This is an optimization exercise on Yosys and OpenROAD, whose aim is a short achievable clock period and few clock cycles, not a production implementation.
Only simulation tests tie the RTL to the original design; equivalence was not proved.
No activity file was given, so power comes from the tool's default toggle rates.

## rev 12
## CHIP
module CHIP(clk,
            rst_n,
            mem_wen_D,
            mem_addr_D,
            mem_wdata_D,
            mem_rdata_D,
            mem_addr_I,
            mem_rdata_I
    );
For scale: roughly 5,300 cells after synthesis, roughly 160 I/O pins, roughly 0.075 mm^2 of cells after synthesis.
clock: 10.5 ns
lec_check: 0
cap_margin: 20
core_margin: 2
core_utilization: 40
slew_margin: 20
standard.sh (not shown) runs the stock make flow with config.mk's settings and CLKGATE_MAP_FILE= SYNTH_SCRIPT=/design/flow/synth_recipe.tcl, a recipe that flattens the netlist after the stock synthesis.
==> flow/flow/run.sh <==
#!/bin/bash
# Standard ORFS layout, with timing repair aimed below the clock period:
# repair_timing keeps working until the setup slack reaches the margin.
set -euo pipefail
MARGIN=${MARGIN:-7.0}
bash standard.sh SETUP_SLACK_MARGIN=$MARGIN finish > flow_standard.log 2>&1
Testbench counts of rev 12, summed over its fixed seeds: cycles 88,243.
--- input diff rev 12..rev 13 ---
-- flow/design.v --
<<< rev 12, line 100
    wire [32:0] seq_x  = ks_add(pc_f, 32'd4, 1'b0);
    wire [31:0] seq_f  = seq_x[31:0];
    wire        f_seq  = !f_jal & !f_btk & !f_jalr;
    wire [31:0] pred_f = ({32{f_jal}}  & tj_f)
                       | ({32{f_btk}}  & tb_f)
                       | ({32{f_jalr}} & tr_f)
                       | ({32{f_seq}}  & seq_f);
    wire [6:0] op_d  = ir_d[6:0];
    wire [4:0] rd_d  = ir_d[11:7];
>>> rev 13, line 100
    wire [32:0] seq_x  = ks_add(pc_f, 32'd4, 1'b0);
    wire [31:0] seq_f  = seq_x[31:0];
    wire [6:0] op_d  = ir_d[6:0];
    wire [4:0] rd_d  = ir_d[11:7];
<<< rev 12, line 162
    wire [31:0] tgx_e = is_jalr_e ? addr : eq ? tgt_e : link_e;
    integer j;
    wire        early_f = !rst_n | redir_e | redir_d | stall;
    wire [31:0] early_v = !rst_n ? 32'd0 : redir_e ? tgx_e : redir_d ? tgt_d : pc_f;
    always @(posedge clk)
        pc_f <= early_f ? early_v : pred_f;
    always @(posedge clk) begin
        if (!rst_n) begin
>>> rev 13, line 157
    wire [31:0] tgx_e = is_jalr_e ? addr : eq ? tgt_e : link_e;
    integer j;
    wire        early_f = redir_e | redir_d | stall;
    wire [31:0] early_v = redir_e ? tgx_e : redir_d ? tgt_d : pc_f;
    wire        go_f    = rst_n & !early_f;
    wire        sel_e   = rst_n & early_f;
    wire        sel_j   = go_f & f_jal;
    wire        sel_b   = go_f & f_btk;
    wire        sel_r   = go_f & f_jalr;
    wire        sel_s   = go_f & !f_jal & !f_btk & !f_jalr;
    wire [31:0] next_f  = ({32{sel_j}} & tj_f) | ({32{sel_b}} & tb_f)
                        | ({32{sel_r}} & tr_f) | ({32{sel_s}} & seq_f)
                        | ({32{sel_e}} & early_v);
    always @(posedge clk)
        pc_f <= next_f;
    always @(posedge clk) begin
        if (!rst_n) begin
==> run notes <==
- Est. power | rev 13 vs rev 12 | rev 13 lower
- Rev 12 -> rev 13: cell-internal power decreased slightly
- Rev 13 vs. rev 12: routability-driven placement congestion ratio held; layout multi-input combinational cell count comparable; number of unique standard cell types used by synthesis moved down; final cycle utilization of the critical path decreased 0.31 points; power share of the sequential group increased 1.0 points.
- Taking rev 12 as the reference, in rev 13 flip-flop and latch power now smaller; global-route total usage across every layer higher.
Testbench counts of rev 13, summed over its fixed seeds: cycles 88,243.

---

The RTL this note starts from:
==> flow/design.v <==
module CHIP(clk,
            rst_n,
            mem_wen_D,
            mem_addr_D,
            mem_wdata_D,
            mem_rdata_D,
            mem_addr_I,
            mem_rdata_I
    );
    input         clk, rst_n ;
    output        mem_wen_D  ;
    output [31:0] mem_addr_D ;
    output [31:0] mem_wdata_D;
    input  [31:0] mem_rdata_D;
    output [31:0] mem_addr_I ;
    input  [31:0] mem_rdata_I;
    function [31:0] bswap(input [31:0] v);
        bswap = {v[7:0], v[15:8], v[23:16], v[31:24]};
    endfunction
    function [31:0] ks_carry(input [31:0] g, input [31:0] p, input cin);
        reg [31:0] gg, pp, gn, pn;
        integer k, d;
        begin
            gg = g;
            gg[0] = g[0] | (p[0] & cin);
            pp = p;
            for (d = 1; d < 32; d = d * 2) begin
                gn = gg;
                pn = pp;
                for (k = d; k < 32; k = k + 1) begin
                    gn[k] = gg[k] | (pp[k] & gg[k-d]);
                    pn[k] = pp[k] & pp[k-d];
                end
                gg = gn;
                pp = pn;
            end
            ks_carry = gg;
        end
    endfunction
    function [32:0] ks_add(input [31:0] a, input [31:0] b, input cin);
        reg [31:0] g, p, gg, pp, gn, pn;
        integer k, d;
        begin
            g = a & b;
            p = a ^ b;
            gg = g;
            gg[0] = g[0] | (p[0] & cin);
            pp = p;
            for (d = 1; d < 32; d = d * 2) begin
                gn = gg;
                pn = pp;
                for (k = d; k < 32; k = k + 1) begin
                    gn[k] = gg[k] | (pp[k] & gg[k-d]);
                    pn[k] = pp[k] & pp[k-d];
                end
                gg = gn;
                pp = pn;
            end
            ks_add = {gg[31], p ^ {gg[30:0], cin}};
        end
    endfunction
    reg  [31:0] pc_f;
    reg  [31:0] pc_o;             
    reg  [31:0] ll_f;             
    reg  [31:0] ir_d;
    reg  [31:0] pc_d;
    reg         v_d, pt_d, pok_d;
    reg  [31:0] a_e, b_e, imm_e, link_e, tgt_e;
    reg  [31:0] p_e, pa_e, pk_e;
    reg         v_e;
    reg         s_add_e, s_sub_e, s_and_e, s_or_e, s_slt_e, s_link_e;
    reg         is_lw_e, is_sw_e, is_beq_e, is_jalr_e, pt_e;
    reg         wen_e;
    reg  [4:0]  rd_e;
    reg  [31:0] res_m, addr_m, wdata_m;
    reg         st_m, lw_m, wen_m;
    reg  [4:0]  rd_m;
    reg  [31:0] rf [1:31];
    reg  [31:0] rf_v;
    wire [31:0] ld_m = bswap(mem_rdata_D);
    wire [31:0] wb_m = lw_m ? ld_m : res_m;
    assign mem_addr_I  = pc_o;
    assign mem_addr_D  = addr_m;
    assign mem_wdata_D = wdata_m;
    assign mem_wen_D   = st_m;
    wire [31:0] in_f   = bswap(mem_rdata_I);
    wire        f_jal  = in_f[6] & in_f[3];
    wire        f_beq  = in_f[6] & !in_f[2];
    wire        f_jalr = in_f[6] & in_f[2] & !in_f[3];
    wire        f_btk  = f_beq & (in_f[31] | (in_f[19:15] == in_f[24:20]));
    wire        s_f   = in_f[31];
    wire [11:0] lj_s, lb_s;
    wire [12:0] lo_jx, lo_bx, lo_ix;
    add11 u_addj (.a(pc_f[11:1]), .b({in_f[20], in_f[30:21]}), .s(lj_s));
    add11 u_addb (.a(pc_f[11:1]), .b({in_f[7], in_f[30:25], in_f[11:8]}), .s(lb_s));
    add12 u_addi (.a(ll_f[11:0]), .b(in_f[31:20]), .s(lo_ix));
    assign lo_jx = {lj_s, pc_f[0]};
    assign lo_bx = {lb_s, pc_f[0]};
    wire        ok_j  = (in_f[19:12] == {8{s_f}}) & (s_f == lo_jx[12]);
    wire        ok_b  = s_f == lo_bx[12];
    wire [31:0] tj_f = {pc_f[31:12], lo_jx[11:0]};
    wire [31:0] tb_f = {pc_f[31:12], lo_bx[11:0]};
    wire [31:0] tr_f = {ll_f[31:12], lo_ix[11:0]};
    wire        pok_f = f_jal ? ok_j : f_btk ? ok_b : 1'b1;
    wire [32:0] seq_x  = ks_add(pc_f, 32'd4, 1'b0);
    wire [31:0] seq_f  = seq_x[31:0];
    wire [6:0] op_d  = ir_d[6:0];
    wire [4:0] rd_d  = ir_d[11:7];
    wire [4:0] rs1_d = ir_d[19:15];
    wire [4:0] rs2_d = ir_d[24:20];
    wire d_alu  = v_d & !op_d[6] & op_d[4];
    wire d_lw   = v_d & !op_d[6] & !op_d[5];
    wire d_sw   = v_d & !op_d[6] & op_d[5] & !op_d[4];
    wire d_beq  = v_d & op_d[6] & !op_d[2];
    wire d_jal  = v_d & op_d[6] & op_d[3];
    wire d_jalr = v_d & op_d[6] & op_d[2] & !op_d[3];
    wire use1_d = d_alu | d_lw | d_sw | d_beq | d_jalr;
    wire use2_d = d_alu | d_sw | d_beq;
    wire wr_d   = (d_alu | d_lw | d_jal | d_jalr) & (rd_d != 5'd0);
    wire [31:0] imm_i = {{21{ir_d[31]}}, ir_d[30:20]};
    wire [31:0] imm_s = {{21{ir_d[31]}}, ir_d[30:25], ir_d[11:7]};
    wire [31:0] imm_b = {{20{ir_d[31]}}, ir_d[7], ir_d[30:25], ir_d[11:8], 1'b0};
    wire [31:0] rf1 = (rs1_d != 5'd0 && rf_v[rs1_d]) ? rf[rs1_d] : 32'd0;
    wire [31:0] rf2 = (rs2_d != 5'd0 && rf_v[rs2_d]) ? rf[rs2_d] : 32'd0;
    wire [32:0] link_x = ks_add(pc_d, 32'd4, 1'b0);
    wire [32:0] tgt_x  = ks_add(pc_d, imm_b, 1'b0);
    wire [32:0] chk_x  = ks_add(pc_f, ~imm_i, 1'b1);
    wire [31:0] imm_j  = {{12{ir_d[31]}}, ir_d[19:12], ir_d[20], ir_d[30:21], 1'b0};
    wire [32:0] tgj_x  = ks_add(pc_d, imm_j, 1'b0);
    wire ex_wr  = v_e & wen_e;
    wire hit1_m = wen_m & (rd_m == rs1_d);
    wire hit2_m = wen_m & (rd_m == rs2_d);
    wire hit1_e = ex_wr & (rd_e == rs1_d);
    wire hit2_e = ex_wr & (rd_e == rs2_d);
    wire stall = v_e & is_lw_e & ((hit1_e & use1_d) | (hit2_e & use2_d));
    wire        dep0_d  = ((rs2_d == 5'd0) & (rs1_d == rd_e)) | ((rs1_d == 5'd0) & (rs2_d == rd_e));
    wire        zsub_d  = d_beq & !pt_d & ex_wr & s_sub_e & dep0_d;
    wire        ztk_d   = zsub_d & eq;
    wire        redir_d = ((v_d & !pok_d) | ztk_d) & !stall & !redir_e;
    wire [31:0] tgt_d   = d_jal ? tgj_x[31:0] : tgt_x[31:0];
    wire [31:0] a_nx   = hit1_e ? alu : hit1_m ? wb_m : rf1;
    wire [31:0] b_nx   = hit2_e ? alu : hit2_m ? wb_m : rf2;
    wire [31:0] imm_nx = d_sw ? imm_s : imm_i;
    wire [31:0] c_sum  = ks_carry(a_e & b_e, p_e, 1'b0);
    wire [31:0] c_diff = ks_carry(a_e & ~b_e, ~p_e, 1'b1);
    wire [31:0] c_addr = ks_carry(a_e & imm_e, pa_e, 1'b0);
    wire [31:0] c_cmp  = ks_carry({~a_e[31] & b_e[31], a_e[30:0] & ~b_e[30:0]}, ~p_e, 1'b1);
    wire [31:0] sum  = p_e ^ {c_sum[30:0], 1'b0};
    wire [31:0] diff = ~p_e ^ {c_diff[30:0], 1'b1};
    wire [31:0] addr = pa_e ^ {c_addr[30:0], 1'b0};
    wire        lt   = !c_cmp[31];
    wire        eq   = p_e == 32'd0;
    wire [31:0] alu = ({32{s_add_e}}  & sum)
                    | ({32{s_sub_e}}  & diff)
                    | ({32{s_and_e}}  & (a_e & b_e))
                    | ({32{s_or_e}}   & (a_e | b_e))
                    | ({32{s_slt_e}}  & {31'd0, lt})
                    | ({32{s_link_e}} & link_e);
    wire br_miss   = is_beq_e & (eq != pt_e);
    wire jalr_miss = is_jalr_e & (pk_e != 32'd0);
    wire redir_e   = v_e & (br_miss | jalr_miss);
    wire [31:0] tgx_e = is_jalr_e ? addr : eq ? tgt_e : link_e;
    wire        early_f = redir_e | redir_d | stall;
    wire [31:0] early_v = redir_e ? tgx_e : redir_d ? tgt_d : pc_f;
    wire        go_f    = rst_n & !early_f;
    wire        sel_e   = rst_n & early_f;
    wire        sel_j   = go_f & f_jal;
    wire        sel_b   = go_f & f_btk;
    wire        sel_r   = go_f & f_jalr;
    wire        sel_s   = go_f & !f_jal & !f_btk & !f_jalr;
    wire [31:0] next_f  = ({32{sel_j}} & tj_f) | ({32{sel_b}} & tb_f)
                        | ({32{sel_r}} & tr_f) | ({32{sel_s}} & seq_f)
                        | ({32{sel_e}} & early_v);
    always @(posedge clk)
        pc_f <= next_f;
    always @(posedge clk)
        if (!rst_n) pc_o <= 32'd0;
        else        pc_o <= next_f;
    integer j;
    always @(posedge clk) begin
        if (!rst_n) begin
            ll_f <= 32'd0;
            v_d  <= 1'b0;
            v_e  <= 1'b0;
            st_m <= 1'b0;
            lw_m <= 1'b0;
            wen_m <= 1'b0;
            rf_v <= 32'd0;
        end else begin
            if (f_jal && in_f[11:7] != 5'd0) ll_f <= seq_f;
            if (redir_e | redir_d) v_d <= 1'b0;
            else if (!stall)       v_d <= 1'b1;
            v_e   <= !(redir_e | stall);
            st_m  <= v_e & is_sw_e;
            lw_m  <= v_e & is_lw_e;
            wen_m <= v_e & wen_e;
            for (j = 1; j < 32; j = j + 1)
                if (wen_m && rd_m == j) rf_v[j] <= 1'b1;
        end
    end
    always @(posedge clk) begin
        if (!stall) begin
            ir_d <= in_f;
            pc_d <= pc_f;
            pt_d <= f_btk;
            pok_d <= pok_f;
        end
        a_e    <= a_nx;
        b_e    <= b_nx;
        p_e    <= a_nx ^ b_nx;
        pa_e   <= a_nx ^ imm_nx;
        pk_e   <= a_nx ^ chk_x[31:0];
        imm_e  <= imm_nx;
        link_e <= link_x[31:0];
        tgt_e  <= tgt_x[31:0];
        pt_e   <= pt_d | ztk_d;
        rd_e   <= rd_d;
        s_add_e   <= d_alu & (ir_d[14:12] == 3'b000) & !ir_d[30];
        s_sub_e   <= d_alu & (ir_d[14:12] == 3'b000) & ir_d[30];
        s_and_e   <= d_alu & (ir_d[14:12] == 3'b111);
        s_or_e    <= d_alu & (ir_d[14:12] == 3'b110);
        s_slt_e   <= d_alu & (ir_d[14:12] == 3'b010);
        s_link_e  <= d_jal | d_jalr;
        is_lw_e   <= d_lw;
        is_sw_e   <= d_sw;
        is_beq_e  <= d_beq;
        is_jalr_e <= d_jalr;
        wen_e     <= wr_d;
        res_m   <= alu;
        addr_m  <= addr;
        wdata_m <= bswap(b_e);
        rd_m    <= rd_e;
        if (wen_m) rf[rd_m] <= wb_m;
    end
endmodule
module add11(input [10:0] a, input [10:0] b, output [11:0] s);
    wire [10:0] g = a & b;
    wire [10:0] p = a ^ b;
    reg  [10:0] gg, pp, gn, pn;
    integer k, d;
    always @(*) begin
        gg = g;
        pp = p;
        for (d = 1; d < 11; d = d * 2) begin
            gn = gg;
            pn = pp;
            for (k = d; k < 11; k = k + 1) begin
                gn[k] = gg[k] | (pp[k] & gg[k-d]);
                pn[k] = pp[k] & pp[k-d];
            end
            gg = gn;
            pp = pn;
        end
    end
    assign s = {gg[10], p ^ {gg[9:0], 1'b0}};
endmodule
module add12(input [11:0] a, input [11:0] b, output [12:0] s);
    wire [11:0] g = a & b;
    wire [11:0] p = a ^ b;
    reg  [11:0] gg, pp, gn, pn;
    integer k, d;
    always @(*) begin
        gg = g;
        pp = p;
        for (d = 1; d < 12; d = d * 2) begin
            gn = gg;
            pn = pp;
            for (k = d; k < 12; k = k + 1) begin
                gn[k] = gg[k] | (pp[k] & gg[k-d]);
                pn[k] = pp[k] & pp[k-d];
            end
            gg = gn;
            pp = pn;
        end
    end
    assign s = {gg[11], p ^ {gg[10:0], 1'b0}};
endmodule
==> flow/config.mk <==
export PLATFORM = sky130hd
export DESIGN_NAME = CHIP
export DESIGN_NICKNAME = CHIP
export VERILOG_FILES = /design/flow/design.v
export SDC_FILE = /design/flow/constraint.sdc
export NUM_CORES = 4
export LEC_CHECK = 0
export CAP_MARGIN = 20
export CORE_MARGIN = 2
export CORE_UTILIZATION = 40
export SLEW_MARGIN = 20
export SYNTH_HIERARCHICAL = 1
==> flow/constraint.sdc <==
create_clock -name core_clock -period 10.5 [get_ports {clk}]
set_input_delay 2.1000 -clock core_clock [delete_from_list [all_inputs] [get_ports {clk}]]
set_output_delay 2.1000 -clock core_clock [all_outputs]
set_load 0.01 [all_outputs]
==> flow/flow/run.sh <==
#!/bin/bash
# Standard ORFS layout, with timing repair aimed below the clock period:
# repair_timing keeps working until the setup slack reaches the margin.
set -euo pipefail
MARGIN=${MARGIN:-7.5}
bash standard.sh SETUP_SLACK_MARGIN=$MARGIN finish > flow_standard.log 2>&1
Testbench counts at the start, summed over its fixed seeds: cycles 88,243.
Edit:
--- a/flow/design.v
+++ b/flow/design.v
@@ -82,13 +82,13 @@
     assign mem_addr_I  = pc_o;
     assign mem_addr_D  = addr_m;
     assign mem_wdata_D = wdata_m;
     assign mem_wen_D   = st_m;
     wire [31:0] in_f   = bswap(mem_rdata_I);
-    wire        f_jal  = in_f[6] & in_f[3];
-    wire        f_beq  = in_f[6] & !in_f[2];
-    wire        f_jalr = in_f[6] & in_f[2] & !in_f[3];
+    wire        f_jal  = in_f[6:0] == 7'b1101111;
+    wire        f_beq  = in_f[6:0] == 7'b1100011;
+    wire        f_jalr = in_f[6:0] == 7'b1100111;
     wire        f_btk  = f_beq & (in_f[31] | (in_f[19:15] == in_f[24:20]));
     wire        s_f   = in_f[31];
     wire [11:0] lj_s, lb_s;
     wire [12:0] lo_jx, lo_bx, lo_ix;
     add11 u_addj (.a(pc_f[11:1]), .b({in_f[20], in_f[30:21]}), .s(lj_s));
@@ -106,16 +106,16 @@
     wire [31:0] seq_f  = seq_x[31:0];
     wire [6:0] op_d  = ir_d[6:0];
     wire [4:0] rd_d  = ir_d[11:7];
     wire [4:0] rs1_d = ir_d[19:15];
     wire [4:0] rs2_d = ir_d[24:20];
-    wire d_alu  = v_d & !op_d[6] & op_d[4];
-    wire d_lw   = v_d & !op_d[6] & !op_d[5];
-    wire d_sw   = v_d & !op_d[6] & op_d[5] & !op_d[4];
-    wire d_beq  = v_d & op_d[6] & !op_d[2];
-    wire d_jal  = v_d & op_d[6] & op_d[3];
-    wire d_jalr = v_d & op_d[6] & op_d[2] & !op_d[3];
+    wire d_alu  = v_d & (op_d == 7'b0110011);
+    wire d_lw   = v_d & (op_d == 7'b0000011);
+    wire d_sw   = v_d & (op_d == 7'b0100011);
+    wire d_beq  = v_d & (op_d == 7'b1100011);
+    wire d_jal  = v_d & (op_d == 7'b1101111);
+    wire d_jalr = v_d & (op_d == 7'b1100111);
     wire use1_d = d_alu | d_lw | d_sw | d_beq | d_jalr;
     wire use2_d = d_alu | d_sw | d_beq;
     wire wr_d   = (d_alu | d_lw | d_jal | d_jalr) & (rd_d != 5'd0);
     wire [31:0] imm_i = {{21{ir_d[31]}}, ir_d[30:20]};
     wire [31:0] imm_s = {{21{ir_d[31]}}, ir_d[30:25], ir_d[11:7]};
@@ -158,10 +158,11 @@
                     | ({32{s_link_e}} & link_e);
     wire br_miss   = is_beq_e & (eq != pt_e);
     wire jalr_miss = is_jalr_e & (pk_e != 32'd0);
     wire redir_e   = v_e & (br_miss | jalr_miss);
     wire [31:0] tgx_e = is_jalr_e ? addr : eq ? tgt_e : link_e;
+    integer j;
     wire        early_f = redir_e | redir_d | stall;
     wire [31:0] early_v = redir_e ? tgx_e : redir_d ? tgt_d : pc_f;
     wire        go_f    = rst_n & !early_f;
     wire        sel_e   = rst_n & early_f;
     wire        sel_j   = go_f & f_jal;
@@ -174,11 +175,10 @@
     always @(posedge clk)
         pc_f <= next_f;
     always @(posedge clk)
         if (!rst_n) pc_o <= 32'd0;
         else        pc_o <= next_f;
-    integer j;
     always @(posedge clk) begin
         if (!rst_n) begin
             ll_f <= 32'd0;
             v_d  <= 1'b0;
             v_e  <= 1'b0;
First-iteration DRC count went up by 4.4%.
Non-clock buffer count drops by 66.
Clock skew fell by 0.0067 ns.
Global-route usage came out lower by 0.53 points.
Clock-buffer cell count climbs by 5.
Sequential power fell by 4.8%.
Worst setup slack gains 0.049 ns.
Maximum frequency rises by 1.4%.
Final cell count falls by 0.69%.
Utilization shrinks by 1.0 points.
Routed wire length falls by 0.31%.
Sequential cell count is higher by 2.
Synthesized area goes up by 0.58%.
Testbench counts after the change, summed over its fixed seeds: cycles 88,243.

-- what the ideal ports hide --
How much do the figures lean on ideal ports? The routed layouts below were timed once more, with nothing changed but the port constraints.
Step 1 assumes that a clkbuf_16 drives the clock port and a buf_2 every other input.
Step 2 times the ports against the registers' clock, not the clock port: input delays grow and output delays shrink by t, the midpoint of the rising clock arrivals with the driver on.
a / b / c = no drivers / after step 1 / after step 2; a / b = the first two.
run	t (ns)	setup slack, ns	worst register clock-pin slew, ns
rev 12	0.889	6.792 / 6.842 / 5.970	0.07 / 0.07
rev 13	0.897	6.824 / 6.876 / 5.979	0.07 / 0.07
the first run of note 2	0.893	6.984 / 6.966 / 6.177	0.07 / 0.07
the second run of note 2	0.907	7.032 / 6.942 / 6.163	0.07 / 0.07
After both steps setup and hold are still met in every run listed. The setup slack of the second run of note 2, which loses most, moves by -0.090 ns with the drivers and by -0.869 ns with both steps.
